Background: an optimization exercise with open tools, aiming at small area. Do not read the settings as production practice. At most, simulation tests tie the RTL to the original design; equivalence was not proved. For runs 1 and 2, only the layout was checked, not whether the RTL still works. In runs 2 to 4, 7 and 8 the design's own scripts or RTL, not TritonCTS, make the clock network. The clock input has no modelled driver; a real chip could not lean on it and would need a root buffer or a full tree. Power figures rest on the tool's default switching activity, not on a simulated workload.

[flow/run.sh]
#!/bin/bash
# Layout flow: the standard flow with three changes:
#  - synthesis maps logic with an area-oriented ABC script (flow/area.abc),
#    and leaves adders to ABC too (no separate half/full adder cells);
#    everything else in synthesis (registers, names) is the standard flow's own script;
#  - port buffers use the smallest buffer cell;
#  - the clock is distributed by four clock buffers, each driving the
#    registers of one quadrant (flow/clock_buffers.tcl replaces ORFS's
#    clock tree synthesis); the clock port drives only those four buffers.
set -euo pipefail
W=$PWD
{ head -n 1 synth_recipe.tcl; cat flow/abc_override.tcl; tail -n +2 synth_recipe.tcl; } > area_synth.tcl
sed "s#SYNTH_SCRIPT=[^ ]*#SYNTH_SCRIPT=$W/area_synth.tcl ADDER_MAP_FILE=#" standard.sh > area_standard.sh
export AREA_ABC_SCRIPT=$W/flow/area.abc
export BUFFER_PORTS_ARGS="-buffer_cell sky130_fd_sc_hd__buf_1"
export PRE_CTS_TCL=$W/flow/clock_buffers.tcl
export CLK_BUF_CELL=sky130_fd_sc_hd__clkbuf_8
export CLK_BUF_COUNT=4
bash area_standard.sh > standard.log 2>&1
[flow/abc_override.tcl]
# Map with an area-oriented ABC script instead of the standard speed script.
proc abc {args} {
  set i [lsearch -exact $args -script]
  if { $i >= 0 } {
    lset args [expr {$i + 1}] $::env(AREA_ABC_SCRIPT)
  }
  yosys abc {*}$args
}
[flow/area.abc]
strash
dch -f
map -a
mfs
strash
dch -f
map -a
mfs
strash
dch -f
amap
strash
dch -f
amap
topo
stime -c
[flow/clock_buffers.tcl]
proc clock_tree_synthesis { args } {
  set block [ord::get_db_block]
  set db [ord::get_db]
  set master [$db findMaster $::env(CLK_BUF_CELL)]
  set ngroups $::env(CLK_BUF_COUNT)
  foreach clk [all_clocks] {
    foreach src [get_property $clk sources] {
      set pname [get_full_name $src]
      set net [[$block findBTerm $pname] getNet]
      set sinks {}
      foreach it [$net getITerms] {
        set bb [[$it getInst] getBBox]
        lappend sinks [list [expr {([$bb xMin] + [$bb xMax]) / 2}] [expr {([$bb yMin] + [$bb yMax]) / 2}] $it]
      }
      # split the sinks into ngroups groups: halves by x, then each half by y
      set groups [list $sinks]
      set axis 0
      while { [llength $groups] < $ngroups } {
        set next {}
        foreach grp $groups {
          set grp [lsort -integer -index $axis $grp]
          set m [expr {[llength $grp] / 2}]
          lappend next [lrange $grp 0 [expr {$m - 1}]] [lrange $grp $m end]
        }
        set groups $next
        set axis [expr {1 - $axis}]
      }
      for { set g 0 } { $g < [llength $groups] } { incr g } {
        set group [lindex $groups $g]
        if { [llength $group] == 0 } { continue }
        set buf [odb::dbInst_create $block $master clkbuf_${g}_$pname]
        set newnet [odb::dbNet_create $block clknet_${g}_$pname]
        $newnet setSigType CLOCK
        set sx 0; set sy 0
        foreach s $group {
          set it [lindex $s 2]
          $it disconnect
          $it connect $newnet
          set sx [expr {$sx + [lindex $s 0]}]
          set sy [expr {$sy + [lindex $s 1]}]
        }
        foreach it [$buf getITerms] {
          set mt [$it getMTerm]
          if { [$mt getSigType] == "POWER" || [$mt getSigType] == "GROUND" } { continue }
          if { [$mt getIoType] == "INPUT" } { $it connect $net } else { $it connect $newnet }
        }
        set k [llength $group]
        $buf setLocation [expr {$sx / $k}] [expr {$sy / $k}]
        $buf setPlacementStatus PLACED
        puts "clock buffer [$buf getName] ([$master getName]) drives $k sinks of $pname"
      }
    }
  }
  set_propagated_clock [all_clocks]
}
[standard.sh]
#!/bin/bash
# synth_recipe.tcl (not shown) runs the flow's synth.tcl, then flattens the netlist and writes it again
# the make line also repeats each setting of config.mk as NAME=value (left out here)
make -C /OpenROAD-flow-scripts/flow DESIGN_CONFIG=/design/flow/config.mk WORK_HOME=/design/flow/orfs CLKGATE_MAP_FILE= SYNTH_SCRIPT=/design/flow/synth_recipe.tcl "${@:-finish}"
[config.mk]
export PLATFORM = sky130hd
export DESIGN_NAME = game
export DESIGN_NICKNAME = game
export VERILOG_FILES = /design/flow/design.v
export SDC_FILE = /design/flow/constraint.sdc
export NUM_CORES = 4
export LEC_CHECK = 0
export CAP_MARGIN = 20
export CORE_MARGIN = 2
export CORE_UTILIZATION = 80
export SLEW_MARGIN = 20
[constraint.sdc]
create_clock -name core_clock -period 10.0 [get_ports {clk}]
set_input_delay 2.0000 -clock core_clock [delete_from_list [all_inputs] [get_ports {clk}]]
set_output_delay 2.0000 -clock core_clock [all_outputs]
set_load 0.01 [all_outputs]
[design.v]
`timescale 1ns / 1ps
module game (
    clk,
    rst,
    btnR,
    btnS,
    J1,
    J2,
    J3,
    J4,
    J7,
    J8,
    J9,
    J10,
    an,
    seg
);
    input J7;
    input J8;
    input J9;
    input J10;
    output J1;
    output J2;
    output J3;
    output J4;
    input clk;
    input rst;
    input btnR;
    input btnS;
    output reg [3:0] an;
    output reg [6:0] seg;
    reg rst_db;
    reg [10:0] r;
    reg p;
    reg [3:0] hh;
    wire restart = rst | btnR;
    wire r_end   = &r;
    wire s_end   = &r[3:0];
    wire dphase  = ~(hh[3] & hh[1]);             
    always @(posedge clk) begin
        if (restart)
            rst_db <= 1'b1;
        else if (r_end)
            rst_db <= 1'b0;
        if (restart)
            r <= 11'd1912;
        else
            r <= (r + 11'd1) | {5'd0, r_end, r_end, 4'd0};
        if (rst_db) begin
            p <= 1'b0;
            hh <= 4'd0;
        end else begin
            p <= p ^ r_end;
            hh <= hh + {3'd0, r_end & p & dphase};
        end
    end
    wire scan_hi   = ~(p ^ r[4]);
    wire fastRise  = ~rst_db & s_end & ~scan_hi;
    wire fastFall  = ~rst_db & s_end & scan_hi;
    wire blank     = ~rst_db & dphase & (hh[0] ^ p);
    reg [1:0] dig;
    always @(posedge clk) begin
        if (restart)
            dig <= 2'd0;
        else
            dig <= dig + {1'b0, fastRise};
    end
    reg [1:0] jcol;    
    reg jf;            
    always @(posedge clk) begin
        if (rst) begin
            jcol <= 2'd0;
            jf <= 1'b0;
        end else begin
            jcol <= jcol + {1'b0, fastRise & jf};
            jf <= jf | fastRise;
        end
    end
    assign J1 = (jcol != 2'd0);
    assign J2 = (jcol != 2'd1);
    assign J3 = (jcol != 2'd2);
    assign J4 = (jcol != 2'd3);
    wire [5:0] kkey = {jcol, J7, J8, J9, J10};
    wire kvalid =
        (kkey == 6'b11_1110) |
        (kkey == 6'b11_1101) |
        (kkey == 6'b11_1011) |
        (kkey == 6'b11_0111) |
        (kkey == 6'b10_1110) |
        (kkey == 6'b10_1101) |
        (kkey == 6'b10_1011) |
        (kkey == 6'b01_1110) |
        (kkey == 6'b01_1101) |
        (kkey == 6'b01_1011);
    wire [3:0] knum =
        (kkey == 6'b11_1110) ? 4'd1 :
        (kkey == 6'b11_1101) ? 4'd4 :
        (kkey == 6'b11_1011) ? 4'd7 :
        (kkey == 6'b10_1110) ? 4'd2 :
        (kkey == 6'b10_1101) ? 4'd5 :
        (kkey == 6'b10_1011) ? 4'd8 :
        (kkey == 6'b01_1110) ? 4'd3 :
        (kkey == 6'b01_1101) ? 4'd6 :
        (kkey == 6'b01_1011) ? 4'd9 :
        4'd0;
    reg        kv;       
    reg [3:0]  cv;       
    reg [15:0] value;
    reg [6:0]  timer;
    wire full  = ~(value[15] & value[14]);    
    wire cvF   = cv[3] & cv[2];
    wire ge110 = timer[6] & timer[5] & timer[3] & timer[2] & timer[1];
    wire vready = full & (&timer[4:0]);
    wire shift = fastRise & ~full & ~kv & ge110 & ~cvF;
    always @(posedge clk) begin
        if (rst) begin
            kv <= 1'b0;
            cv <= 4'hF;
        end else if (rst_db) begin
            if (~kv)
                cv <= 4'hF;
        end else if (fastFall) begin
            kv <= kvalid;
            if (kvalid)
                cv <= knum;
        end else if (shift) begin
            cv <= 4'hF;
        end
    end
    wire tclr = kv | (ge110 & ~cvF);
    always @(posedge clk) begin
        if (rst | rst_db) begin
            value <= 16'hFFFF;
            timer <= 7'd0;
        end else begin
            if (full) begin
                timer[4:0] <= timer[4:0] + {4'd0, fastRise & ~vready};
                timer[6] <= timer[6] | miss;
            end else if (fastRise & tclr)
                timer <= 7'd0;
            else
                timer <= timer + {6'd0, fastRise};
            if (shift)
                value <= {value[11:0], cv};
        end
    end
    reg [4:0] l1;
    reg [3:0] l3;
    reg [4:0] s1;        
    reg [1:0] s3;        
    wire [1:0] g3 = (l3 == 4'd4) ? 2'b01 :
                    (l3 == 4'd9) ? 2'b10 :
                    (l3 == 4'd3 || l3 == 4'd6) ? 2'b00 : 2'b11;
    wire l3z = ~|l3;
    always @(posedge clk) begin
        if (rst) begin
            l1 <= 5'd7;
            l3 <= 4'd0;
        end else begin
            l1 <= {l1[3:0], l1[4] ^ l1[1]};
            l3 <= {l3[2:0], l3[3] ^ l3[2]} | {1'b0, {3{l3z & (l1 == 5'd28)}}};
        end
        if (rst_db) begin
            s1 <= l3z ? 5'd0 : l1;
            s3 <= g3;
        end
    end
    wire [3:0] r1 =
        (s1 == 5'd15 || s1 == 5'd31 || s1 == 5'd30 || s1 == 5'd28 || s1 == 5'd25 || s1 == 5'd19 || s1 == 5'd6) ? 4'd7 :
        (s1 == 5'd13 || s1 == 5'd26 || s1 == 5'd20 || s1 == 5'd9) ? 4'd6 :
        (s1 == 5'd18 || s1 == 5'd4) ? 4'd9 :
        (s1 == 5'd8) ? 4'd4 :
        (s1 == 5'd16 || s1 == 5'd1) ? 4'd8 :
        (s1 == 5'd2) ? 4'd1 :
        (s1 == 5'd5) ? 4'd2 :
        (s1 == 5'd7) ? 4'd3 :
        4'd5;
    wire [3:0] r4 =
        (s1 == 5'd0) ? 4'd0 :
        (s1 == 5'd15 || s1 == 5'd31 || s1 == 5'd30 || s1 == 5'd28 || s1 == 5'd3 || s1 == 5'd7) ? 4'd5 :
        (s1 == 5'd25 || s1 == 5'd19 || s1 == 5'd6 || s1 == 5'd13 || s1 == 5'd26 || s1 == 5'd20 || s1 == 5'd9) ? 4'd7 :
        (s1 == 5'd18) ? 4'd3 :
        (s1 == 5'd14 || s1 == 5'd29) ? 4'd8 :
        (s1 == 5'd27) ? 4'd1 :
        (s1 == 5'd22) ? 4'd2 :
        (s1 == 5'd12) ? 4'd4 :
        (s1 == 5'd24 || s1 == 5'd17) ? 4'd9 :
        4'd6;
    wire r3n = ~(s3[1] | s3[0]);
    wire [15:0] randInt = {r4, r3n, s3, r3n, 4'd7, r1};
    reg [3:0] rd, vd;
    always @(*) begin
        case (dig)
            2'd0: begin rd = randInt[15:12]; vd = value[15:12]; end
            2'd1: begin rd = randInt[11:8];  vd = value[11:8];  end
            2'd2: begin rd = randInt[7:4];   vd = value[7:4];   end
            default: begin rd = randInt[3:0]; vd = value[3:0]; end
        endcase
    end
    wire miss = (rd != vd);
    wire correct = ~timer[6];
    wire show = dphase | ~vready;
    reg [3:0] bcd;
    always @(*) begin
        an[3] = ~(~blank & (dig == 2'd0));
        an[2] = ~(~blank & (dig == 2'd1));
        an[1] = ~(~blank & (dig == 2'd2) & (show | correct));
        an[0] = ~(~blank & (dig == 2'd3) & show);
        if (show)
            bcd = dphase ? rd : vd;
        else if (correct)
            bcd = dig[1] ? 4'h5 : {3'b101, dig[0]};      
        else
            bcd = dig[0] ? 4'h0 : 4'hD;                  
    end
    always @(*) begin
        seg =
            (bcd == 4'h0) ? 7'b1000000 :
            (bcd == 4'h1) ? 7'b1111001 :
            (bcd == 4'h2) ? 7'b0100100 :
            (bcd == 4'h3) ? 7'b0110000 :
            (bcd == 4'h4) ? 7'b0011001 :
            (bcd == 4'h5) ? 7'b0010010 :
            (bcd == 4'h6) ? 7'b0000010 :
            (bcd == 4'h7) ? 7'b1111000 :
            (bcd == 4'h8) ? 7'b0000000 :
            (bcd == 4'h9) ? 7'b0010000 :
            (bcd == 4'hA) ? 7'b0010001 :
            (bcd == 4'hB) ? 7'b0000110 :
            (bcd == 4'hC) ? 7'b0010010 :
            (bcd == 4'hD) ? 7'b1001000 :
            (bcd == 4'hE) ? 7'b1111111 :
            7'b1111111;
    end
endmodule
==> results by group, run 1 <==
Floorplan
  – Row count: 22
  – Initial Util: 85.2%
  – Ports: 23
  – Die height: 67.2 microns
  – Width of the die: 67.2 microns

Synth
  – Synth area leaders: dfxtp_1, nor2_1, clkinv_1, edfxtp_1, nor3_1
  – Synthesized area per cell: 7.42 sq um
  – Syn Nets: 438
  – Post-synth cell types: 34
  – Syn Inst Count: 430
  – Synth Register Bits: 66
  – Post-synth top flop: dfxtp_1
  – Post-synth EDFFs: 7
  – Synth warnings: 1
  – Post-Synth Simple-Gate Area: between 20% and 30%
  – Mux cell area share after synthesis: 0%
  – Post-Synth XOR/XNOR Area: 0%
  – Compound-gate portion of the synthesized area: between 20 and 25%
  – Post-synth ARST share: 0%
  – Top-area cell type share of the netlist area: 37.0%
  – Synth area leader: dfxtp_1
  – Area of the mapped netlist: about 3200 sq um
  – Fraction of the mapped netlist area in adder cells: 0%
  – Largest family of logic cells by synthesized area: simple AND/OR/NAND/NOR gates
  – Sequential share of the synthesized area: 43.6%

Outcome
  – Error: [ERROR GPL-0301] Utilization 102.088 % exceeds 100%.
  – Fail Step: 3_3_place_gp
  – Outcome: stopped before the end

Placed design
  – Buffers on Ports: 21
cells in the mapped netlist (all sizes together), types with 6 or more instances:
| cell | n |
|---|---|
| nor3 | 29 |
| o221ai | 15 |
| nand2 | 35 |
| o21ai | 26 |
| clkinv | 69 |
| and3 | 7 |
| a21oi | 17 |
| dfxtp | 59 |
| o22ai | 8 |
| edfxtp | 7 |
| a211oi | 6 |
| nor2 | 94 |
cell families after synthesis:
kind of cell,Yosys count
AOI/OAI and AO/OA,105
DFF,66
buffers and inverters,69
and+or+nand+nor,190
==> run 2: changes to the inputs <==
--- a/config.mk
+++ b/config.mk
@@ -9,3 +9,3 @@
 export CORE_MARGIN = 2
-export CORE_UTILIZATION = 80
+export CORE_UTILIZATION = 70
 export SLEW_MARGIN = 20
==> results by group, run 2 <==
Clock network
  – Clk pin slew, worst setup/hold paths: 0.10 ns
  – Setup bufs post-CTS: 0
  – PostCTS Resize Cnt: 0
  – Skew-Pair Late Insertion Delay: 0.16 ns
  – Hold buffers post-CTS: 0

Synth
  – Post-synth cell types: 34 (unchanged)
  – Most common cell in the netlist: nor2_1
  – Top-area cell type share of the netlist area: 37.0% (unchanged)
  – Syn Inst Count: 430 (unchanged)
  – Post-synth top flop: dfxtp_1
  – Synthesized area per cell: 7.42 sq um (unchanged)
  – Synth cell count leaders: nor2_1, clkinv_1, dfxtp_1
  – Synth Register Bits: 66 (unchanged)
  – Post-synth ARST share: 0% (unchanged)
  – Synth area leaders: dfxtp_1, nor2_1, clkinv_1, edfxtp_1, nor3_1
  – Post-synth EDFFs: 7 (unchanged)
  – Synth warnings: 1 (unchanged)
  – Area of the mapped netlist: 3190 sq um (unchanged)
  – Sequential share of the synthesized area: 43.6% (unchanged)
  – Syn Nets: 438 (unchanged)
  – Synth area leader: dfxtp_1

Finish
  – Antenna diode count: 0
  – Most common cell after layout, fill and taps aside: nor2_1
  – Top reg by flops: value
  – Share of cells above drive strength 1: 0.879%
  – Area of the multi-input gates: 1540 sq um
  – Largest register FFs: 16
  – Final instance area: 3390 sq um
  – Most frequent cells in the layout: nor2_1, clkinv_1, dfxtp_1
  – Register area: between 1000 and 1500 sq um
  – Top flop regs: value (16), r (11), timer (7)
  – # fillers: 326
  – Final net count: about 470
  – Area Growth Syn to Fin: 6.24%

Setup path
  – CP endpoint kind: output port
  – Worst Path Required: ~8.0 ns
  – CP Class: reg2out
  – Worst setup SP type: flip-flop
  – Critical R2R Launch: r[0]
  – Worst Setup SP: s1[1]
  – CP Max Fanout: 10
  – Critical Path AT: 3.85 ns

Timing
  – Final setup vio count: 0
  – Hold slack: 0.444 ns
  – Max-slew headroom: 29.5%
  – Peak Freq: 171 MHz
  – Endpoints failing hold: 0
  – Slew Viols, Final: 0
  – Tcrit/Tclk final: a little under 60%
  – Worst-margin pin slew: 1.06 ns
  – RSZ-0062 raised after global routing: false
  – Final WS setup: 4.15 ns
  – Period minus WS final: 5.85 ns
  – Fin Clk Skew: 0.00927 ns
  – TNS Setup: 0 ns

Drt
  – Residual DRC: 0
  – Post-Route WL: about 6700 microns
  – Iter 0 DRT Violations: 275
  – Via density: 6.01
  – Post-DR wirelength/cell: 13.1 microns
  – TritonRoute pass-1 iters: 5
  – Detailed-route via count: 3,047
  – Final ANT Viol Nets: 0

Run
  – Maxcap violations: 0

Global routing
  – Met3 GRT Util: 1.83%
  – First-pass GRT wire length: approximately 12,000 microns
  – Overflow left after global routing: 0
  – Number of global-route vias before repair: 2,892
  – Total GRT Usage: 27.5%
  – Initial antenna violation count: 0
  – Gr busiest metal: met2
  – Routing usage on met2: a little over 50%
  – Largest net degree at the start of global routing: 19
  – GRT met1 Usage: a little over a third

Outcome
  – Outcome: finished clean

Pwr
  – Static leakage: 1.18 nW
  – Pwr dens: 113 nW/um^2
  – Peak VDD IR: 105 uV

Floorplan
  – Row count: 24 (+9.1%)
  – Ports: 23 (unchanged)
  – Core Area: roughly 4400 sq um
  – Die height: 71.5 microns (+6.5%)
  – Initial Util: 72.8% (-12 points)
  – Width of the die: 71.5 microns (+6.5%)
  – Die footprint: roughly 5100 sq um

Hold path
  – Min-delay worst type: reg2reg
  – Critical hold path startpoint: l1[2]

Placed design
  – Buffers on Ports: 21 (unchanged)
  – Routability cong.: about 0.9
  – DP Area: ~3300 sq um
  – Hpwl dp: 5120 microns
  – Post-place setup slack: 4.47 ns
==> run 2: cell type report <==
cell class | instances | area share (%)
Inverter | 69 | 7.64
Timing Repair Buffer | 21 | 2.33
Multi-Input combinational cell | 295 | 45.4
Sequential cell | 66 | 41.0
Buffer | 4 | 1.62
Tap cell | 52 | 1.92
==> run 2: cells by family (layout without fill, tap and decap cells) <==
| group | count (synthesis) | in the layout | share of synthesized area (%) |
|---|---|---|---|
| AOI/OAI and AO/OA | 105 | 105 | 22.4 |
| buffers and inverters | 69 | 94 | 8.12 |
| DFF | 66 | 66 | 43.6 |
| and+or+nand+nor | 190 | 190 | 25.8 |
==> run 2: stage by stage <==
stage / cells / util (%) / power (mW)
floorplan: 430 / - / 0.283
global placement: 503 / 76.1 / 0.287
detailed placement: 503 / 76.1 / 0.287
CTS: 507 / 77.3 / 0.382
global route: 507 / 77.3 / 0.394
finish: 507 / 77.3 / 0.381
==> run 2: worst max-delay path, cell delays in order, from the launching register on <==
cell and delay [ns]:
edfxtp_1 0.57, clkinv_1 0.29, nand2_1 0.16, o22a_1 0.14
o21ai_0 0.10, nor4_1 0.37, o32ai_1 0.21, a221oi_1 0.74
clkinv_1 0.29, nor2_1 0.19, a21oi_1 0.08, a221oi_1 0.36
buf_1 0.18
==> run 2: final timing paths <==
| kind | end | slack [ns] | depth (start not counted) |
|---|---|---|---|
| max | seg[4] | 4.15 | 12 |
| min | l1[3] | 0.44 | 2 |
| max reg2reg | cv[2] | 6.65 | 9 |
| min reg2reg | l1[3] | 0.44 | 2 |
==> run 2: metal layers <==
metal | vias up | wire [microns]
met1 | 1361 | 3010
met2 | 94 | 3180
met5 | - | 0
met3 | 14 | 366
li1 | 1578 | -
met4 | 0 | 108
==> run 2: report_power, final <==
group / leakage [nW] / internal [mW] / switching [mW]
Combinational: 0.594 / 0.00384 / 0.00818
Clock: 0.0288 / 0.0371 / 0.0633
Sequential: 0.555 / 0.268 / 0.000916
Total: 1.18 / 0.309 / 0.0724
==> run 3: changes to the inputs <==
--- a/design.v
+++ b/design.v
@@ -106,7 +106,8 @@
     reg        kv;       
-    reg [3:0]  cv;       
-    reg [15:0] value;
+    reg [3:0]  cv_n;     
+    reg [15:0] value_n;              
+    wire [15:0] value = ~value_n;
     reg [6:0]  timer;
     wire full  = ~(value[15] & value[14]);    
-    wire cvF   = cv[3] & cv[2];
+    wire cvF   = ~(cv_n[3] | cv_n[2]);
     wire ge110 = timer[6] & timer[5] & timer[3] & timer[2] & timer[1];
@@ -117,6 +118,6 @@
             kv <= 1'b0;
-            cv <= 4'hF;
+            cv_n <= 4'h0;
         end else if (rst_db) begin
             if (~kv)
-                cv <= 4'hF;
+                cv_n <= 4'h0;
         end else if (fastFall) begin
@@ -124,22 +125,19 @@
             if (kvalid)
-                cv <= knum;
+                cv_n <= ~knum;
         end else if (shift) begin
-            cv <= 4'hF;
-        end
-    end
-    wire tclr = kv | (ge110 & ~cvF);
+            cv_n <= 4'h0;
+        end
+    end
+    wire tclr = ~full & (kv | (ge110 & ~cvF));
     always @(posedge clk) begin
         if (rst | rst_db) begin
-            value <= 16'hFFFF;
+            value_n <= 16'h0000;
             timer <= 7'd0;
         end else begin
-            if (full) begin
-                timer[4:0] <= timer[4:0] + {4'd0, fastRise & ~vready};
-                timer[6] <= timer[6] | miss;
-            end else if (fastRise & tclr)
+            if (fastRise & tclr)
                 timer <= 7'd0;
             else
-                timer <= timer + {6'd0, fastRise};
+                timer <= timer + {6'd0, fastRise & ~vready};
             if (shift)
-                value <= {value[11:0], cv};
+                value_n <= {value_n[11:0], cv_n};
         end
@@ -199,4 +197,10 @@
     end
-    wire miss = (rd != vd);
-    wire correct = ~timer[6];
+    reg miss;
+    always @(posedge clk) begin
+        if (rst | rst_db)
+            miss <= 1'b0;
+        else if (full & (rd != vd))
+            miss <= 1'b1;
+    end
+    wire correct = ~miss;
     wire show = dphase | ~vready;
@@ -211,5 +215,5 @@
         else if (correct)
-            bcd = dig[1] ? 4'h5 : {3'b101, dig[0]};      
+            bcd = dig[1] ? 4'h5 : dig[0] ? 4'hE : 4'hD;    
         else
-            bcd = dig[0] ? 4'h0 : 4'hD;                  
+            bcd = dig[0] ? 4'h0 : 4'hA;                  
     end
@@ -227,7 +231,7 @@
             (bcd == 4'h9) ? 7'b0010000 :
-            (bcd == 4'hA) ? 7'b0010001 :
-            (bcd == 4'hB) ? 7'b0000110 :
-            (bcd == 4'hC) ? 7'b0010010 :
-            (bcd == 4'hD) ? 7'b1001000 :
-            (bcd == 4'hE) ? 7'b1111111 :
+            (bcd == 4'hA) ? 7'b1001000 :
+            (bcd == 4'hB) ? 7'b0000000 :
+            (bcd == 4'hC) ? 7'b0000000 :
+            (bcd == 4'hD) ? 7'b0010001 :
+            (bcd == 4'hE) ? 7'b0000110 :
             7'b1111111;
--- a/config.mk
+++ b/config.mk
@@ -10,2 +10,3 @@
 export CORE_UTILIZATION = 70
+export GPL_TIMING_DRIVEN = 0
 export SLEW_MARGIN = 20
==> results by group, run 3 <==
Setup path
  – WP buf/inv: 3 (unchanged)
  – Slowest CP cell: a211oi_1
  – CP Class: reg2out
  – Max incr delay on CP: 0.64 ns (-0.10 ns)
  – Critical Path AT: 3.75 ns (-0.10 ns)
  – Worst Path Required: 8.00 ns (about the same)
  – Worst-path cell chain: clkinv_1 -> nor2_1 -> clkinv_1 -> o32ai_1 -> nor4_1 -> o21a_1 -> or3_1 -> a211oi_1 -> o21ai_0 -> or3_1 -> o21ai_0 -> buf_1
  – Worst setup SP type: flip-flop
  – CP Max Fanout: 6 (-4)
  – CP endpoint kind: output port
  – Delay-heaviest family, CP: compound AO/OA/AOI/OAI gates

Pwr
  – Flop pwr share: 70.8% (+0.3 points)
  – Static leakage: 1.09 nW (-7.7%)
  – Pwr dens: 117 nW/um^2 (+3.7%)
  – Switch share: 19.0% (+0.033 points)
  – Clk pwr share: 26.5% (+0.2 points)
  – Total power: 0.386 mW (+1.1%)
  – Cell Int Power: 0.312 mW (+1.1%)
  – Net Sw Power: 0.0734 mW (+1.3%)
  – Comb power frac: 2.7% (-0.5 points)
  – Peak VDD IR: 142 uV (+35%)

Finish
  – Top reg by flops: value_n
  – Final net count: 446 (-4.1%)
  – Antenna diode count: 0 (unchanged)
  – Final cell count without fillers: 488 (-3.7%)
  – Top flop regs: value_n (16), r (11), timer (7)
  – Largest register FFs: 16 (unchanged)
  – Area Growth Syn to Fin: 6.84%
  – Fin util: 76.9% (-0.39 points)
  – Most common cell after layout, fill and taps aside: nor2_1
  – Share of cells above drive strength 1: 1.38% (+0.50 points)
  – Most frequent cells in the layout: nor2_1, dfxtp_1, clkinv_1
  – Final instance area: 3300 sq um (-2.5%)

Global routing
  – Number of global-route vias before repair: 2,723 (-5.8%)
  – Overflow left after global routing: 0 (unchanged)
  – Largest net degree at the start of global routing: 19 (unchanged)
  – Total GRT Usage: 26.6% (-0.96 points)
  – First-pass GRT wire length: 11,400 microns (-4.1%)
  – Initial antenna violation count: 0 (unchanged)

Synth
  – Syn Inst Count: 410 (-4.7%)
  – Synth area leader: dfxtp_1
  – Synth cell count leaders: nor2_1, dfxtp_1, clkinv_1
  – Syn Nets: 418 (-4.6%)
  – Sequential share of the synthesized area: 45.6% (+2.0 points)
  – Most common cell in the netlist: nor2_1
  – Synth Register Bits: 67 (+1.5%)
  – Post-synth cell types: 34 (unchanged)
  – Synth area leaders: dfxtp_1, nor2_1, edfxtp_1, o22ai_1, clkinv_1
  – Top-area cell type share of the netlist area: 38.9% (+1.8 points)
  – Post-synth top flop: dfxtp_1
  – Area of the mapped netlist: 3090 sq um (-3.1%)
  – Synthesized area per cell: 7.54 sq um (+1.6%)
  – Post-synth EDFFs: 7 (unchanged)
  – Synth warnings: 1 (unchanged)
  – Post-synth ARST share: 0% (unchanged)

Placed design
  – Hpwl dp: 4950 microns (-3.2%)
  – Placed cell count: 484 (-3.8%)
  – DP Area: 3250 sq um (-2.6%)
  – Routability cong.: 0.870 (-5.1%)
  – Buffers on Ports: 21 (unchanged)

Timing
  – Endpoints failing hold: 0 (unchanged)
  – Period minus WS final: 5.75 ns (-0.103 ns)
  – Max-slew headroom: 45.0% (+15 points)
  – Worst-margin pin slew: 0.817 ns (-0.240 ns)
  – Slew Viols, Final: 0 (unchanged)
  – Fin Clk Skew: 0.0105 ns (+0.00122 ns)
  – Tcrit/Tclk final: 57.5% (-1.0 points)
  – TNS Setup: 0 ns (unchanged)
  – RSZ-0062 raised after global routing: false
  – Final setup vio count: 0 (unchanged)
  – Peak Freq: 174 MHz (+1.8%)

Run
  – Maxcap violations: 0 (unchanged)

Clock network
  – Setup bufs post-CTS: 0 (unchanged)
  – Clk pin slew, worst setup/hold paths: 0.10 ns (about the same)
  – PostCTS Resize Cnt: 0 (unchanged)
  – Skew-Pair Late Insertion Delay: 0.16 ns (about the same)
  – Hold buffers post-CTS: 0 (unchanged)

Floorplan
  – Initial Util: 72.0% (-0.78 points)
  – Width of the die: 70.5 microns (-1.5%)
  – Die footprint: 4960 sq um (-2.9%)
  – Core Area: 4290 sq um (-2.1%)
  – Row count: 24 (unchanged)
  – Ports: 23 (unchanged)
  – Die height: 70.5 microns (-1.5%)

Drt
  – Iter 0 DRT Violations: 275 (unchanged)
  – Detailed-route via count: 2,990 (-1.9%)
  – Via density: 6.13 (+1.9%)
  – Post-Route WL: 6510 microns (-2.2%)
  – Residual DRC: 0 (unchanged)
  – TritonRoute pass-1 iters: 5 (unchanged)
  – Post-DR wirelength/cell: 13.3 microns (+1.6%)
  – Final ANT Viol Nets: 0 (unchanged)

Hold path
  – Min-delay worst type: reg2reg

Outcome
  – Outcome: finished clean
[run 3: per-stage QoR]
stage	worst slack, ns	hold WS, ns
floorplan	5.09	0.415
global placement	4.61	0.432
detailed placement	4.50	0.435
CTS	4.30	0.448
global route	3.90	0.468
finish	4.25	0.447
[run 3: worst paths after layout]
path,cells past startpoint,start,slack (ns),endpoint
max,12,s1[0],4.25,seg[0]
min,2,l1[2],0.45,l1[3]
max reg2reg,12,r[0],6.36,cv_n[0]
min reg2reg,2,l1[2],0.45,l1[3]
[run 3: metal layers]
| metal | wire length [microns] | vias up | global-route usage (%) |
|---|---|---|---|
| li1 | - | 1518 | - |
| met4 | 55 | 0 | 3.85 |
| met1 | 2990 | 1355 | 35.8 |
| met3 | 389 | 5 | 1.73 |
| met2 | 3080 | 112 | 47.9 |
| met5 | 0 | - | 0 |
[run 3: layout make-up]
type | instances | area (sq um)
multi-input cells | 298 | 1520
flip-flops and latches | 67 | 1410
fillers | 336 | 991
inverters | 45 | 169
repair buffers | 22 | 86.3
well taps | 52 | 65.1
plain buffers | 4 | 55.1
[run 3: cell families (layout without fill, tap and decap cells)]
kind of cell | after synthesis | in the layout | synth area share (%)
AOI/OAI and AO/OA | 102 | 102 | 21.4
buffers and inverters | 45 | 71 | 5.46
DFF | 67 | 67 | 45.6
and+or+nand+nor | 196 | 196 | 27.5
[run 3: worst min-delay path, cell delays in order (launching register included)]
cell      delay, ns
dfxtp_1        0.32
clkinv_1       0.05
nor2_1         0.04
[run 3: power by group through the flow]
stage / clock [mW] / sequential (mW) / combinational [mW]
floorplan: 0 / 0.279 / 0.00615
global placement: 0 / 0.279 / 0.00986
detailed placement: 0 / 0.279 / 0.0104
CTS: 0.102 / 0.273 / 0.0105
global route: 0.112 / 0.273 / 0.0119
finish: 0.102 / 0.273 / 0.0105
==> run 4: changes to the inputs <==
--- a/config.mk
+++ b/config.mk
@@ -10,3 +10,2 @@
 export CORE_UTILIZATION = 70
-export GPL_TIMING_DRIVEN = 0
 export SLEW_MARGIN = 20
==> results by group, run 4 <==
Finish
  – Area of the multi-input gates: 1510 sq um (-0.33%)
  – Top flop regs: value_n (16), r (11), timer (7)
  – Antenna diode count: 0 (unchanged)
  – Share of cells above drive strength 1: 1.15% (-0.23 points)
  – Area Growth Syn to Fin: 6.68%
  – Most frequent cells in the layout: nor2_1, dfxtp_1, clkinv_1
  – Top reg by flops: value_n
  – Final net count: 446 (unchanged)
  – Register area: 1410 sq um (unchanged)
  – Largest register FFs: 16 (unchanged)
  – Most common cell after layout, fill and taps aside: nor2_1
  – # fillers: 323 (-3.9%)
  – Fin util: 76.8% (-0.12 points)

Setup path
  – Critical Path AT: 3.72 ns (-0.03 ns)
  – CP Max Fanout: 6 (unchanged)
  – Worst-path cell chain: clkinv_1 -> nor2_1 -> clkinv_1 -> o32a_1 -> o32ai_1 -> nor4_1 -> o21a_1 -> or3_1 -> a211oi_1 -> o21ai_0 -> or3_1 -> o21ai_0 -> buf_1
  – Flop2flop setup slack: 6.56 ns (+0.20 ns)
  – Max incr delay on CP: 0.59 ns (-0.05 ns)
  – CP Class: reg2out
  – Worst setup SP type: flip-flop
  – Critical R2R Launch: r[0]
  – CP endpoint kind: output port
  – Worst Setup SP: s1[1]
  – Worst Path Required: 8.00 ns (about the same)
  – Slowest CP cell: a211oi_1

Drt
  – Iter 0 DRT Violations: 170 (-38%)
  – Detailed-route via count: 2,952 (-1.3%)
  – Final ANT Viol Nets: 0 (unchanged)
  – Residual DRC: 0 (unchanged)
  – TritonRoute pass-1 iters: 5 (unchanged)
  – Post-DR wirelength/cell: 13.0 microns (-2.7%)
  – Post-Route WL: 6340 microns (-2.7%)
  – Via density: 6.05 (-1.3%)

Global routing
  – Total GRT Usage: 25.7% (-0.85 points)
  – Number of global-route vias before repair: 2,649 (-2.7%)
  – Initial antenna violation count: 0 (unchanged)
  – First-pass GRT wire length: 11,100 microns (-3.4%)
  – Overflow left after global routing: 0 (unchanged)
  – Largest net degree at the start of global routing: 19 (unchanged)

Timing
  – Final setup vio count: 0 (unchanged)
  – Endpoints failing hold: 0 (unchanged)
  – Slew Viols, Final: 0 (unchanged)
  – Period minus WS final: 5.72 ns (-0.0299 ns)
  – Worst-margin pin slew: 0.855 ns (+0.0374 ns)
  – Max-slew headroom: 42.5% (-2.5 points)
  – TNS Setup: 0 ns (unchanged)
  – Tcrit/Tclk final: 57.2% (-0.30 points)
  – Peak Freq: 175 MHz (+0.52%)
  – Final WS setup: 4.28 ns (+0.0299 ns)
  – Fin Clk Skew: 0.00405 ns (-0.00644 ns)
  – RSZ-0062 raised after global routing: false

Synth
  – Syn Nets: 418 (unchanged)
  – Synth warnings: 1 (unchanged)
  – Synth cell count leaders: nor2_1, dfxtp_1, clkinv_1
  – Top-area cell type share of the netlist area: 38.9% (unchanged)
  – Synthesized area per cell: 7.54 sq um (unchanged)
  – Synth area leaders: dfxtp_1, nor2_1, edfxtp_1, o22ai_1, clkinv_1
  – Post-synth top flop: dfxtp_1
  – Synth area leader: dfxtp_1
  – Post-synth EDFFs: 7 (unchanged)
  – Post-synth cell types: 34 (unchanged)
  – Sequential share of the synthesized area: 45.6% (unchanged)
  – Most common cell in the netlist: nor2_1
  – Syn Inst Count: 410 (unchanged)
  – Area of the mapped netlist: 3090 sq um (unchanged)
  – Post-synth ARST share: 0% (unchanged)
  – Synth Register Bits: 67 (unchanged)

Pwr
  – Peak VDD IR: 120 uV (-16%)
  – Clk pwr share: 26.1% (-0.4 points)
  – Static leakage: 1.09 nW (about the same)
  – Net Sw Power: 0.0708 mW (-3.5%)
  – Flop pwr share: 71.2% (+0.4 points)
  – Comb power frac: 2.7% (about the same)
  – Pwr dens: 116 nW/um^2 (-0.54%)
  – Cell Int Power: 0.312 mW (about the same)
  – Switch share: 18.5% (-0.54 points)

Floorplan
  – Ports: 23 (unchanged)
  – Core Area: 4290 sq um (unchanged)
  – Die footprint: 4960 sq um (unchanged)
  – Initial Util: 72.0% (unchanged)
  – Die height: 70.5 microns (unchanged)
  – Row count: 24 (unchanged)
  – Width of the die: 70.5 microns (unchanged)

Hold path
  – Critical hold path startpoint: l1[0]
  – Min-delay worst type: reg2reg

Run
  – Maxcap violations: 0 (unchanged)

Placed design
  – Routability cong.: 0.889 (+2.2%)
  – Buffers on Ports: 21 (unchanged)
  – Hpwl dp: 4840 microns (-2.3%)
  – Post-place setup slack: 4.53 ns (+0.0371 ns)

Clock network
  – Hold buffers post-CTS: 0 (unchanged)
  – Clk pin slew, worst setup/hold paths: 0.10 ns (about the same)
  – Setup bufs post-CTS: 0 (unchanged)
  – PostCTS Resize Cnt: 0 (unchanged)
  – Skew-Pair Late Insertion Delay: 0.15 ns (about the same)

Outcome
  – Outcome: finished clean
[run 4: cell types whose count changed in the layout (fill, tap and decap cells not counted)]
cell and delta:
nor3_1 +1, nor3_2 -1
[run 4: final cells by class]
cell class | count | share of cell area [%]
Buffer | 4 | 1.67
Inverter | 45 | 5.12
Multi-Input combinational cell | 298 | 45.8
Sequential cell | 67 | 42.8
Tap cell | 52 | 1.97
Timing Repair Buffer | 22 | 2.62
[run 4: final timing paths]
check | end | cells after the start
hold reg to reg | l1[1] | 2
setup / recovery | seg[0] | 13
hold / removal | l1[1] | 2
setup reg to reg | cv_n[2] | 12
[run 4: kinds of logic (layout without fill, tap and decap cells)]
family                 count (synthesis)  after routing  share of synthesized area (%)
DFF                                   67             67                           45.6
buffers and inverters                 45             71                           5.46
and+or+nand+nor                      196            196                           27.5
AOI/OAI and AO/OA                    102            102                           21.4
[run 4: critical path: cells and delay by family, from the launching register on]
kind | cells | cell delay [ns]
flops | 1 | 0.43
compound gates | 6 | 1.45
buf+inv | 3 | 0.48
simple gates | 4 | 1.18
[run 4: power by group through the flow]
stage | registers (mW) | clock network, mW | logic, mW
after floorplan | 0.279 | 0 | 0.00615
after global placement | 0.279 | 0 | 0.00986
after detailed placement | 0.279 | 0 | 0.0103
after CTS | 0.273 | 0.102 | 0.0103
after global routing | 0.273 | 0.110 | 0.0118
final | 0.273 | 0.0998 | 0.0103
[run 4: per-stage QoR]
stage | std cells | power (mW) | cell area, sq um | hold slack (ns)
3_3_place_gp | 484 | 0.289 | 3240 | 0.432
2_1_floorplan | 410 | 0.285 | 3090 | 0.415
6_report | 488 | 0.383 | 3300 | 0.447
5_1_grt | 488 | 0.395 | 3300 | 0.480
3_5_place_dp | 484 | 0.289 | 3240 | 0.439
4_1_cts | 488 | 0.385 | 3300 | 0.452
[run 4: metal layers]
| layer | global-route usage, % | share of wire, % | up-vias |
|---|---|---|---|
| li1 | - | - | 1514 |
| met1 | 36.1 | 47 | 1333 |
| met4 | 2.56 | 0.90 | 0 |
| met3 | 1.30 | 4.8 | 6 |
| met5 | 0 | 0 | - |
| met2 | 45.6 | 47 | 99 |
==> run 5: changes to the inputs <==
--- a/config.mk
+++ b/config.mk
@@ -8,4 +8,6 @@
 export CAP_MARGIN = 20
+export CELL_PAD_IN_SITES_DETAIL_PLACEMENT = 0
+export CELL_PAD_IN_SITES_GLOBAL_PLACEMENT = 0
 export CORE_MARGIN = 2
-export CORE_UTILIZATION = 70
+export CORE_UTILIZATION = 90
 export SLEW_MARGIN = 20
==> results by group, run 5 <==
Outcome
  – Outcome: stopped before the end
  – Fail Step: 3_1_place_gp_skip_io
  – Error: [ERROR GPL-0301] Utilization 109.878 % exceeds 100%.

Synth
  – Post-synth ARST share: 0% (unchanged)
  – Most common cell in the netlist: nor2_1
  – Area of the mapped netlist: 3090 sq um (unchanged)
  – Syn Inst Count: 410 (unchanged)
  – Synth area leader: dfxtp_1
  – Synth warnings: 1 (unchanged)
  – Post-synth EDFFs: 7 (unchanged)
  – Synth cell count leaders: nor2_1, dfxtp_1, clkinv_1
  – Sequential share of the synthesized area: 45.6% (unchanged)
  – Top-area cell type share of the netlist area: 38.9% (unchanged)
  – Synth Register Bits: 67 (unchanged)
  – Syn Nets: 418 (unchanged)
  – Post-synth top flop: dfxtp_1
  – Synth area leaders: dfxtp_1, nor2_1, edfxtp_1, o22ai_1, clkinv_1
  – Synthesized area per cell: 7.54 sq um (unchanged)
  – Post-synth cell types: 34 (unchanged)

Floorplan
  – Die height: 62.6 microns (-11%)
  – Width of the die: 62.6 microns (-11%)
  – Initial Util: 93.4% (+21 points)
  – Row count: 21 (-13%)
run 5: cell counts after synthesis:
No cell type changed its count.
run 5: kinds of logic after synthesis:
family	count (synthesis)	share of synthesized area, %
buffers and inverters	45	5.46
AOI/OAI and AO/OA	102	21.4
and+or+nand+nor	196	27.5
DFF	67	45.6
==> run 6: changes to the inputs <==
--- a/config.mk
+++ b/config.mk
@@ -11,3 +11,3 @@
 export CORE_MARGIN = 2
-export CORE_UTILIZATION = 90
+export CORE_UTILIZATION = 82
 export SLEW_MARGIN = 20
==> results by group, run 6 <==
Outcome
  – Outcome: stopped before the end
  – Fail Step: 3_3_place_gp
  – Error: [ERROR GPL-0301] Utilization 102.188 % exceeds 100%.

Synth
  – Synth area leader: dfxtp_1
  – Sequential share of the synthesized area: 45.6% (unchanged)
  – Synth Register Bits: 67 (unchanged)
  – Syn Inst Count: 410 (unchanged)
  – Post-synth EDFFs: 7 (unchanged)
  – Post-synth ARST share: 0% (unchanged)
  – Top-area cell type share of the netlist area: 38.9% (unchanged)
  – Post-synth top flop: dfxtp_1
  – Area of the mapped netlist: 3090 sq um (unchanged)
  – Synth warnings: 1 (unchanged)
  – Synthesized area per cell: 7.54 sq um (unchanged)
  – Synth area leaders: dfxtp_1, nor2_1, edfxtp_1, o22ai_1, clkinv_1
  – Most common cell in the netlist: nor2_1
  – Post-synth cell types: 34 (unchanged)
  – Syn Nets: 418 (unchanged)
  – Synth cell count leaders: nor2_1, dfxtp_1, clkinv_1

Floorplan
  – Row count: 22 (+4.8%)
  – Die height: 65.4 microns (+4.5%)
  – Ports: 23
  – Width of the die: 65.4 microns (+4.5%)
  – Initial Util: 85.1% (-8.3 points)

Placed design
  – Buffers on Ports: 21
[run 6: kinds of logic after synthesis]
| logic type | Yosys count | synth area share [%] |
|---|---|---|
| buffers and inverters | 45 | 5.46 |
| flip-flops | 67 | 45.6 |
| AO/OA/AOI/OAI | 102 | 21.4 |
| AND/OR/NAND/NOR | 196 | 27.5 |
==> run 7: changes to the inputs <==
--- a/flow/run.sh
+++ b/flow/run.sh
@@ -2,3 +2,4 @@
 # Layout flow: the standard flow with three changes:
-#  - synthesis maps logic with an area-oriented ABC script (flow/area.abc),
+#  - synthesis restructures and maps logic with an area-oriented ABC
+#    script (flow/area.abc: deep AIG synthesis, then area mapping),
 #    and leaves adders to ABC too (no separate half/full adder cells);
--- a/flow/area.abc
+++ b/flow/area.abc
@@ -1 +1,5 @@
+strash
+&get -n
+&deepsyn -T 120 -J 200
+&put
 strash
--- a/config.mk
+++ b/config.mk
@@ -11,3 +11,3 @@
 export CORE_MARGIN = 2
-export CORE_UTILIZATION = 82
+export CORE_UTILIZATION = 76
 export SLEW_MARGIN = 20
==> results by group, run 7 <==
Timing
  – RSZ-0062 raised after global routing: false
  – Period minus WS final: 5.97 ns
  – Tcrit/Tclk final: approximately three fifths
  – Endpoints failing hold: 0
  – TNS Setup: 0 ns
  – Max-slew headroom: 26.3%
  – Final setup vio count: 0
  – Slew Viols, Final: 0
  – Fin Clk Skew: 0.0100 ns
  – Worst-margin pin slew: 1.08 ns
  – Peak Freq: 167 MHz
  – Final WS setup: 4.03 ns

Finish
  – Register area: 1410 sq um
  – Most frequent cells in the layout: nor2_1, dfxtp_1, clkinv_1
  – Final net count: between 400 and 500
  – Antenna diode count: 0
  – Area of the multi-input gates: 1360 sq um
  – Most common cell after layout, fill and taps aside: nor2_1
  – Share of cells above drive strength 1: 0.952%
  – Top flop regs: value_n (16), r (11), timer (7)
  – Top reg by flops: value_n
  – Largest register FFs: 16
  – # fillers: 208
  – Area Growth Syn to Fin: 6.48%

Setup path
  – Critical Path AT: 3.97 ns
  – CP endpoint kind: output port
  – Critical R2R Launch: s1[4]
  – CP Class: reg2out
  – Worst-path cell chain: clkinv_1 -> nor4_1 -> nor4_1 -> clkinv_1 -> o211ai_1 -> a31oi_1 -> o21bai_1 -> or2_0 -> nor2b_1 -> nor3_1 -> clkinv_1 -> a211oi_1 -> o21ai_0 -> o21ai_0 -> nand3_1 -> o22ai_1 -> buf_1
  – Max incr delay on CP: 0.48 ns
  – Worst setup SP type: flip-flop
  – Slowest CP cell: a211oi_1
  – Most used cell along the critical path: clkinv_1
  – Worst Path Required: roughly 8.0 ns
  – CP Max Fanout: 9
  – Flop2flop setup slack: 7.02 ns
  – Worst Setup SP: s1[4]

Synth
  – Area of the mapped netlist: 2990 sq um (-3.2%)
  – Post-synth EDFFs: 7 (unchanged)
  – Post-Synth Simple-Gate Area: 25.4% (-2.1 points)
  – Synth warnings: 1 (unchanged)
  – Sequential share of the synthesized area: 47.2% (+1.5 points)
  – Post-synth ARST share: 0% (unchanged)
  – Post-Synth XOR/XNOR Area: 0% (unchanged)
  – Synthesized area per cell: 7.58 sq um (+0.48%)
  – Syn Nets: 403 (-3.6%)
  – Compound-gate portion of the synthesized area: 20.2% (-1.2 points)
  – Synth cell count leaders: nor2_1, dfxtp_1, clkinv_1
  – Most common cell in the netlist: nor2_1
  – Top-area cell type share of the netlist area: 40.1% (+1.3 points)
  – Syn Inst Count: 395 (-3.7%)
  – Synth area leader: dfxtp_1
  – Largest family of logic cells by synthesized area: simple AND/OR/NAND/NOR gates
  – Post-synth top flop: dfxtp_1
  – Synth Register Bits: 67 (unchanged)
  – Fraction of the mapped netlist area in adder cells: 0% (unchanged)
  – Synth area leaders: dfxtp_1, nor2_1, clkinv_1, edfxtp_1, o22ai_1
  – Mux cell area share after synthesis: 0% (unchanged)
  – Post-synth cell types: 27 (-21%)

Drt
  – Via density: around 6.2
  – Final ANT Viol Nets: 0
  – Post-Route WL: 6890 microns
  – Detailed-route via count: about 2,900
  – Residual DRC: 0
  – Post-DR wirelength/cell: roughly 15 microns
  – TritonRoute pass-1 iters: 8
  – Iter 0 DRT Violations: 343

Pwr
  – Pwr dens: 123 nW/um^2
  – Static leakage: 1.05 nW
  – Peak VDD IR: ~100 uV

Floorplan
  – Width of the die: 66.8 microns (+2.1%)
  – Die height: 66.8 microns (+2.1%)
  – Row count: 22 (unchanged)
  – Core Area: roughly 3700 sq um
  – Die footprint: 4460 sq um
  – Ports: 23 (unchanged)
  – Initial Util: 80.5% (-4.6 points)

Clock network
  – PostCTS Resize Cnt: 0
  – Hold buffers post-CTS: 0
  – Setup bufs post-CTS: 0
  – Clk pin slew, worst setup/hold paths: 0.11 ns
  – Skew-Pair Late Insertion Delay: 0.16 ns

Run
  – Maxcap violations: 0

Placed design
  – Routability cong.: 0.974
  – Buffers on Ports: 21 (unchanged)
  – Hpwl dp: 5060 microns
  – Post-place setup slack: 4.37 ns

Hold path
  – Min-delay worst type: reg2reg
  – Critical hold path startpoint: cv_n[1]

Outcome
  – Outcome: finished clean

Global routing
  – Total GRT Usage: 31.9%
  – Largest net degree at the start of global routing: 18
  – First-pass GRT wire length: 11,300 microns
  – Overflow left after global routing: 0
  – Number of global-route vias before repair: 2,618
  – Initial antenna violation count: 0
run 7: worst paths after layout:
check	endpoint	cells after the start
max	seg[3]	17
min reg2reg	value_n[1]	2
min	value_n[1]	2
max reg2reg	miss	15
run 7: area by class of cell:
| type | count | area share, % |
|---|---|---|
| sequential | 67 | 44.3 |
| multi-input combinational | 270 | 42.8 |
| inverter | 58 | 6.83 |
| timing repair buffer | 21 | 2.47 |
| tap | 48 | 1.88 |
| buffer | 4 | 1.73 |
run 7: through the flow:
step                      std cells  total power, mW  utilization (%)  cell area (sq um)  hold slack, ns
after global placement          464            0.291             84.3               3130           0.427
after global routing            468            0.401             85.8               3190           0.490
final                           468            0.391             85.8               3190           0.465
after floorplan                 395            0.287                -               2990           0.415
after CTS                       468            0.388             85.8               3190           0.468
after detailed placement        464            0.291             84.3               3130           0.457
run 7: critical path, delay by kind of cell, from the launching register on:
kind | cells | cell delay, ns
AOI/OAI and AO/OA | 7 | 1.48
buffers and inverters | 4 | 0.62
DFF | 1 | 0.43
and+or+nand+nor | 6 | 1.26
run 7: per-layer routing:
metal / GRT usage [%] / share of wire, % / up-vias
met5: 0 / 0 / -
met4: 9.18 / 2.8 / 0
met3: 2.03 / 6.1 / 26
met2: 55.4 / 48 / 148
met1: 43.0 / 43 / 1305
li1: - / - / 1432
run 7: report_power, final:
| part | switching (mW) | internal (mW) |
|---|---|---|
| Combinational | 0.00899 | 0.00394 |
| Sequential | 0.000941 | 0.272 |
| Clock | 0.0678 | 0.0372 |
run 7: cells by family after synthesis:
family	count (synthesis)
simple gates	172
buf+inv	58
flops	67
compound gates	98
==> run 8: changes to the inputs <==
--- a/config.mk
+++ b/config.mk
@@ -8,6 +8,4 @@
 export CAP_MARGIN = 20
-export CELL_PAD_IN_SITES_DETAIL_PLACEMENT = 0
-export CELL_PAD_IN_SITES_GLOBAL_PLACEMENT = 0
 export CORE_MARGIN = 2
-export CORE_UTILIZATION = 76
+export CORE_UTILIZATION = 70
 export SLEW_MARGIN = 20
==> results by group, run 8 <==
Timing
  – TNS Setup: 0 ns (unchanged)
  – Peak Freq: 172 MHz (+2.5%)
  – Worst-margin pin slew: 1.09 ns (+0.0104 ns)
  – Hold slack: 0.450 ns (-0.0148 ns)
  – Endpoints failing hold: 0 (unchanged)
  – Tcrit/Tclk final: 58.3% (-1.4 points)
  – Max-slew headroom: 25.6% (-0.71 points)
  – Final setup vio count: 0 (unchanged)
  – Fin Clk Skew: 0.00883 ns (-0.00119 ns)
  – RSZ-0062 raised after global routing: false
  – Slew Viols, Final: 0 (unchanged)
  – Period minus WS final: 5.83 ns (-0.144 ns)

Hold path
  – Hold EP: l1[4]
  – Hold depth: 2 (unchanged)
  – Critical hold path startpoint: l1[3]
  – Min-delay worst type: reg2reg

Finish
  – Share of cells above drive strength 1: 0.952% (unchanged)
  – Top reg by flops: value_n
  – Fin util: 78.6% (-7.2 points)
  – Final net count: 430 (unchanged)
  – Area Growth Syn to Fin: 6.56% (about the same)
  – Most common cell after layout, fill and taps aside: nor2_1
  – Most frequent cells in the layout: nor2_1, dfxtp_1, clkinv_1
  – Top flop regs: value_n (16), r (11), timer (7)
  – Largest register FFs: 16 (unchanged)
  – Antenna diode count: 0 (unchanged)

Synth
  – Syn Inst Count: 395 (unchanged)
  – Top-area cell type share of the netlist area: 40.1% (unchanged)
  – Sequential share of the synthesized area: 47.2% (unchanged)
  – Most common cell in the netlist: nor2_1
  – Synth area leader: dfxtp_1
  – Post-synth top flop: dfxtp_1
  – Synth warnings: 1 (unchanged)
  – Synth Register Bits: 67 (unchanged)
  – Area of the mapped netlist: 2990 sq um (unchanged)
  – Synth area leaders: dfxtp_1, nor2_1, clkinv_1, edfxtp_1, o22ai_1
  – Syn Nets: 403 (unchanged)
  – Post-synth ARST share: 0% (unchanged)
  – Post-synth cell types: 27 (unchanged)
  – Synth cell count leaders: nor2_1, dfxtp_1, clkinv_1
  – Post-synth EDFFs: 7 (unchanged)
  – Synthesized area per cell: 7.58 sq um (unchanged)

Drt
  – TritonRoute pass-1 iters: 11 (+3)
  – Post-Route WL: 6310 microns (-8.5%)
  – Post-DR wirelength/cell: 13.4 microns (-8.9%)
  – Detailed-route via count: 2,833 (-2.7%)
  – Via density: 6.03 (-3.1%)
  – Iter 0 DRT Violations: 196 (-43%)
  – Final ANT Viol Nets: 0 (unchanged)
  – Residual DRC: 0 (unchanged)

Global routing
  – Total GRT Usage: 26.2% (-5.7 points)
  – Overflow left after global routing: 0 (unchanged)
  – Met3 GRT Util: 1.45% (-0.57 points)
  – Gr busiest metal: met2
  – Largest net degree at the start of global routing: 18 (unchanged)
  – First-pass GRT wire length: 10,900 microns (-3.3%)
  – Routing usage on met2: 44.2% (-11 points)
  – GRT met1 Usage: 36.6% (-6.4 points)
  – Initial antenna violation count: 0 (unchanged)
  – Number of global-route vias before repair: 2,540 (-3.0%)

Setup path
  – Critical Path AT: 3.83 ns (-0.14 ns)
  – Delay-heaviest family, CP: compound AO/OA/AOI/OAI gates
  – CP endpoint kind: output port
  – Critical R2R Launch: s1[0]
  – CP Max Fanout: 9 (unchanged)
  – CP Class: reg2out
  – Worst-case reg-to-reg path depth: 15 (unchanged)
  – Most used cell along the critical path: clkinv_1
  – Worst setup SP type: flip-flop
  – RR Endpoint: miss
  – Slowest CP cell: a211oi_1
  – Worst-path cell chain: clkinv_1 -> nor4_1 -> nor4_1 -> clkinv_1 -> o211ai_1 -> a31oi_1 -> o21bai_1 -> or2_0 -> nor2b_1 -> nor3_1 -> clkinv_1 -> a211oi_1 -> o21ai_0 -> o21ai_0 -> o22ai_1 -> o21bai_1 -> buf_1
  – WP buf/inv: 4 (unchanged)
  – Max incr delay on CP: 0.48 ns (about the same)
  – Flop2flop setup slack: 6.94 ns (-0.08 ns)
  – Worst Path Required: 8.00 ns (about the same)

Clock network
  – Hold buffers post-CTS: 0 (unchanged)
  – Setup bufs post-CTS: 0 (unchanged)
  – Clk pin slew, worst setup/hold paths: 0.10 ns (about the same)
  – Skew-Pair Late Insertion Delay: 0.16 ns (about the same)
  – PostCTS Resize Cnt: 0 (unchanged)

Run
  – Maxcap violations: 0 (unchanged)

Placed design
  – Hpwl dp: 4750 microns (-6.2%)
  – Buffers on Ports: 21 (unchanged)
  – Routability cong.: 0.888 (-8.8%)

Floorplan
  – Die height: 69.4 microns (+3.9%)
  – Core Area: 4060 sq um (+9.2%)
  – Row count: 23 (+4.5%)
  – Initial Util: 73.8% (-6.8 points)
  – Ports: 23 (unchanged)
  – Die footprint: 4810 sq um (+8.0%)
  – Width of the die: 69.4 microns (+3.9%)

Pwr
  – Peak VDD IR: 111 uV (+8.6%)
  – Pwr dens: 121 nW/um^2 (-1.1%)
  – Static leakage: 1.05 nW (unchanged)

Outcome
  – Outcome: finished clean
-- run 8: cell counts in the layout (fill, tap and decap cells not counted) --
No cell type changed its count.
-- run 8: per-layer routing --
metal  wire length (microns)  up-vias  share of wire [%]
met5                       0        -                  0
met4                     188        0                3.0
met3                     338       23                5.4
met2                    2900      108                 46
met1                    2880     1273                 46
li1                        -     1429                  -
-- run 8: through the flow --
stage	std cells	cell area, sq um	setup slack [ns]	power [mW]
after CTS	470	3190	4.27	0.388
final	470	3190	4.17	0.387
after floorplan	395	2990	4.92	0.287
after global placement	466	3130	4.48	0.291
after global routing	470	3190	3.79	0.399
after detailed placement	466	3130	4.50	0.291
-- run 8: final cells by class --
| type | count | area [sq um] |
|---|---|---|
| Tap cell | 50 | 62.6 |
| Sequential cell | 67 | 1410 |
| Multi-Input combinational cell | 270 | 1360 |
| Buffer | 4 | 55.1 |
| Timing Repair Buffer | 21 | 78.8 |
| Inverter | 58 | 218 |
| Fill cell | 317 | 868 |
-- run 8: worst register-to-register path: stages, from the launching register on --
cell      delay [ns]
edfxtp_1        0.37
clkinv_1        0.14
nor2_1          0.30
nor4_1          0.11
nor4_1          0.42
clkinv_1        0.13
o211ai_1        0.11
a31oi_1         0.13
o21bai_1        0.18
or2_0           0.23
nor2b_1         0.16
nor3_1          0.12
a21oi_1         0.24
a31oi_1         0.15
nor2_1          0.14
nor2_1          0.05
-- run 8: logic make-up after synthesis --
kind of cell,after synthesis,share of synthesized area [%]
AND/OR/NAND/NOR,172,25.4
flip-flops,67,47.2
AO/OA/AOI/OAI,98,20.2
buffers and inverters,58,7.27
-- run 8: power by group --
group | total (mW) | leakage, nW | internal (mW) | switching, mW
sequential | 0.273 | 0.562 | 0.272 | 0.000876
clock | 0.102 | 0.0288 | 0.0371 | 0.0645
combinational | 0.0124 | 0.464 | 0.00394 | 0.00844
total | 0.387 | 1.05 | 0.313 | 0.0738
-- run 8: worst max-delay path by stage --
stage / start / endpoint / slack, ns / cells after the start
final: s1[4] / seg[4] / 4.17 / 17
after global routing: s1[4] / seg[4] / 3.79 / 17
after CTS: s1[4] / seg[4] / 4.27 / 17
after detailed placement: s1[4] / seg[4] / 4.50 / 17
after global placement: s1[4] / seg[4] / 4.48 / 17
after floorplan: s1[4] / seg[4] / 4.92 / 16

-- afterwards: timing with drivers on the ports --
No port has a modelled driver above. Below, the same layouts with a new extraction and two added sets of constraints.
Step 1: set_driving_cell puts a clkbuf_16 on clk and a buf_2 on each other input, an assumption about the parent block.
Step 2 moves the port delays by t, midway between the first and last clock arrival at a register: inputs arrive t later, outputs are due t later. That takes back most of the time a late clock gives input paths.
a / b / c = no drivers / after step 1 / after step 2; a / b = the first two.
| run | t (ns) | setup WS [ns] | pins driven straight from the clock port |
|---|---|---|---|
| run 2 | 0.211 | 4.150 / 4.091 / 4.302 | 4 |
| run 3 | 0.213 | 4.254 / 4.194 / 4.408 | 4 |
| run 4 | 0.208 | 4.284 / 4.227 / 4.435 | 4 |
| run 7 | 0.210 | 4.027 / 3.974 / 4.184 | 4 |
| run 8 | 0.209 | 4.171 / 4.115 / 4.324 | 4 |
After both steps every run listed still meets setup and hold.
